This is an optimization exercise on Yosys and OpenROAD, whose aim is small area, a short achievable clock period and few clock cycles per item, not a production implementation.
RTL that was checked went through simulation tests only; none was proved equivalent to the original.

Setup of run 1:
Design SBGCDCtrl, start of the top module:
module SBGCDCtrl (
  input      [31:0]   io_sb_SBaddress,
  input               io_sb_SBvalid,
  input      [31:0]   io_sb_SBwdata,
  input               io_sb_SBwrite,
  input      [3:0]    io_sb_SBsize,
  output              io_sb_SBready,
  output     [31:0]   io_sb_SBrdata,
  input               io_sel,
  output              io_irq,
  input               clk,
  input               reset
);
Size in the first run: about 140 flip-flops, about 110 I/O pins, roughly 12000 µm² of cells after synthesis.
export LEC_CHECK = 0
export CAP_MARGIN = 20
export CORE_MARGIN = 2
export CORE_UTILIZATION = 40
export CTS_BUF_LIST = sky130_fd_sc_hd__clkbuf_8
export SETUP_SLACK_MARGIN = 5
export SLEW_MARGIN = 20
create_clock -name core_clock -period 10.0 [get_ports {clk}]
standard.sh (not shown) runs the stock make flow with config.mk's settings and CLKGATE_MAP_FILE= SYNTH_SCRIPT=/design/flow/synth_recipe.tcl, a recipe that flattens the netlist after the stock synthesis.
==> flow/flow/run.sh <==
#!/bin/bash
# The standard layout (the standard.sh, standard synthesis included), with
# the port buffers made from sky130_fd_sc_hd__buf_1 instead of the buffer that
# buffer_ports picks by default (a slow, large delay buffer). Every port still
# gets its own buffer.
set -euo pipefail
export BUFFER_PORTS_ARGS="-buffer_cell sky130_fd_sc_hd__buf_1"
bash standard.sh > standard.log 2>&1
Testbench counts of run 1, summed over its fixed seeds: cycles 35,714, items 2,400.
### run 1 -> run 2
# run 1
export LEC_CHECK = 0
export CAP_MARGIN = 20
export CORE_MARGIN = 2
export CORE_UTILIZATION = 40
export CTS_BUF_LIST = sky130_fd_sc_hd__clkbuf_8
export SETUP_SLACK_MARGIN = 5
export SLEW_MARGIN = 20
create_clock -name core_clock -period 10.0 [get_ports {clk}]
# run 2
export LEC_CHECK = 0
export CAP_MARGIN = 20
export CORE_MARGIN = 2
export CORE_UTILIZATION = 60
export SETUP_SLACK_MARGIN = 5
export SLEW_MARGIN = 20
create_clock -name core_clock -period 10.0 [get_ports {clk}]
==> flow/run.sh (new file) <==
#!/bin/bash
# synth_recipe.tcl (not shown) runs the flow's synth.tcl, then flattens the netlist and writes it again
# the make line also repeats each setting of config.mk as NAME=value (left out here)
make -C /OpenROAD-flow-scripts/flow DESIGN_CONFIG=/design/flow/config.mk WORK_HOME=/design/flow/orfs CLKGATE_MAP_FILE= SYNTH_SCRIPT=/design/flow/synth_recipe.tcl finish
removed: flow/flow/run.sh
removed: flow/standard.sh
Routed length on met2, run 1 and run 2: smaller value in run 2
Sort run 1 and run 2 by synthesis-to-layout area growth asc -> top: run 1
On number of global-route vias before repair: run 2 sits above run 1.
Reported for run 1 and run 2, number of nets produced by synthesis turned out identical to the last digit.
On count of clock buffers in the final design: run 2 sits above run 1.
When the final numbers for run 1 and run 2 were put side by side, the utilization turned out to be greater in run 2.
Diff run 1 -> run 2 | maximum single-stage delay on the critical path | decrease of 0.07 ns
In the final design statistics, run 2 uses fewer standard cells in total than run 1.
[inputs] run 3 vs run 2
# run 2
export LEC_CHECK = 0
export CAP_MARGIN = 20
export CORE_MARGIN = 2
export CORE_UTILIZATION = 60
export SETUP_SLACK_MARGIN = 5
export SLEW_MARGIN = 20
create_clock -name core_clock -period 10.0 [get_ports {clk}]
# run 3
export LEC_CHECK = 0
export CAP_MARGIN = 20
export CORE_MARGIN = 2
export CORE_UTILIZATION = 40
export SETUP_SLACK_MARGIN = 5
export SLEW_MARGIN = 20
create_clock -name core_clock -period 10.0 [get_ports {clk}]
Delta (run 3 minus run 2): worst-case hold slack moved down; width of the die moved up; global-route usage moved down; data-path buffer share of cell area in the final layout moved down; sequential share of layout area moved down.
Cmp run 3 vs run 2: data arrival time at the worst-slack endpoint lower in run 3

========
Another version of the RTL of SBGCDCtrl (not shown whole).
Size in the first run: ~1,600 cells after synthesis, ~140 flip-flops, ~110 I/O pins, about 12,000 sq um of cells after synthesis.
clock: 10.0 ns
lec_check: 0
cap_margin: 20
core_margin: 2
core_utilization: 40
setup_slack_margin: 5
slew_margin: 20
run.sh (not shown) runs the stock make flow with config.mk's settings and CLKGATE_MAP_FILE= SYNTH_SCRIPT=/design/flow/synth_recipe.tcl, a recipe that flattens the netlist after the stock synthesis.
Stock flow here: none of the scripts above is used.
Rerun with:
==> flow/flow/run.sh (new file) <==
#!/bin/bash
set -euo pipefail
export SETUP_SLACK_MARGIN=6
bash standard.sh > standard.log 2>&1
==> flow/standard.sh (new file) <==
#!/bin/bash
# synth_recipe.tcl (not shown) runs the flow's synth.tcl, then flattens the netlist and writes it again
# the make line also repeats each setting of config.mk as NAME=value (left out here)
make -C /OpenROAD-flow-scripts/flow DESIGN_CONFIG=/design/flow/config.mk WORK_HOME=/design/flow/orfs CLKGATE_MAP_FILE= SYNTH_SCRIPT=/design/flow/synth_recipe.tcl "${@:-finish}"
--- a/flow/config.mk
+++ b/flow/config.mk
@@ -9,4 +9,3 @@
 export CORE_MARGIN = 2
 export CORE_UTILIZATION = 40
-export SETUP_SLACK_MARGIN = 5
 export SLEW_MARGIN = 20
removed: flow/run.sh
Effect: The changed run finished clean; hold slack stays flat; final cell count rises by a few percent; global-route usage went up by 3.8 points; area after synthesis stays the same; non-clock buffer count increases by 113; via count climbs by a little under a tenth; design area grows by about a fifth; critical path depth is higher by 10.
Rerun with:
==> flow/flow/run.sh (replaced) <==
#!/bin/bash
set -euo pipefail
export SETUP_SLACK_MARGIN=7
bash standard.sh > standard.log 2>&1
What happened:
- setup slack is worse by 0.29 ns
- routed wire length goes up by 21%
Rerun with:
==> flow/run.sh (new file) <==
#!/bin/bash
# synth_recipe.tcl (not shown) runs the flow's synth.tcl, then flattens the netlist and writes it again
# the make line also repeats each setting of config.mk as NAME=value (left out here)
make -C /OpenROAD-flow-scripts/flow DESIGN_CONFIG=/design/flow/config.mk WORK_HOME=/design/flow/orfs CLKGATE_MAP_FILE= SYNTH_SCRIPT=/design/flow/synth_recipe.tcl finish
removed: flow/flow/run.sh
removed: flow/standard.sh
The changed run ran to the end with no violations; utilization went down by 16 points; critical path depth is unchanged; wire length went down by 26%.
No functional check of the RTL was part of any run of this note.

==> port drivers added, routing unchanged <==
Ports are ideal in the flow. The routed layouts listed here were re-timed in OpenROAD. Step 1: set_driving_cell puts a clkbuf_16 on clk and a buf_2 on each other input, an assumption about the parent block. Step 2 also shifts input and output timing later by t, the mid clock arrival at the registers, as if the neighbouring blocks saw the same clock. Slacks: ideal ports / drivers / drivers and shift; pairs: ideal ports / drivers.
run | t (ns) | setup slack, ns | hold WS [ns] | worst setup path after step 2
run 1 | 0.520 | 4.955 / 4.912 / 4.832 | 0.530 / 0.530 / 0.530 | input to register
run 2 | 0.476 | 4.961 / 4.959 / 4.648 | 0.492 / 0.492 / 0.492 | input to register
run 3 | 0.472 | 5.031 / 4.984 / 4.764 | 0.488 / 0.488 / 0.488 | input to register
the first run of note 2 | 0.467 | 5.110 / 5.133 / 4.666 | 0.429 / 0.429 / 0.429 | input to register
the second run of note 2 | 0.472 | 5.944 / 5.914 / 5.597 | 0.431 / 0.431 / 0.431 | input to register
the third run of note 2 | 0.481 | 5.657 / 5.657 / 5.657 | 0.505 / 0.505 / 0.505 | register to register
the fourth run of note 2 | 0.477 | 4.541 / 4.541 / 4.541 | 0.427 / 0.427 / 0.427 | register to register
After both steps setup and hold are still met in every run listed. For the first run of note 2, which loses most, drivers alone change the setup slack by +0.023 ns; drivers and shift together by -0.444 ns.
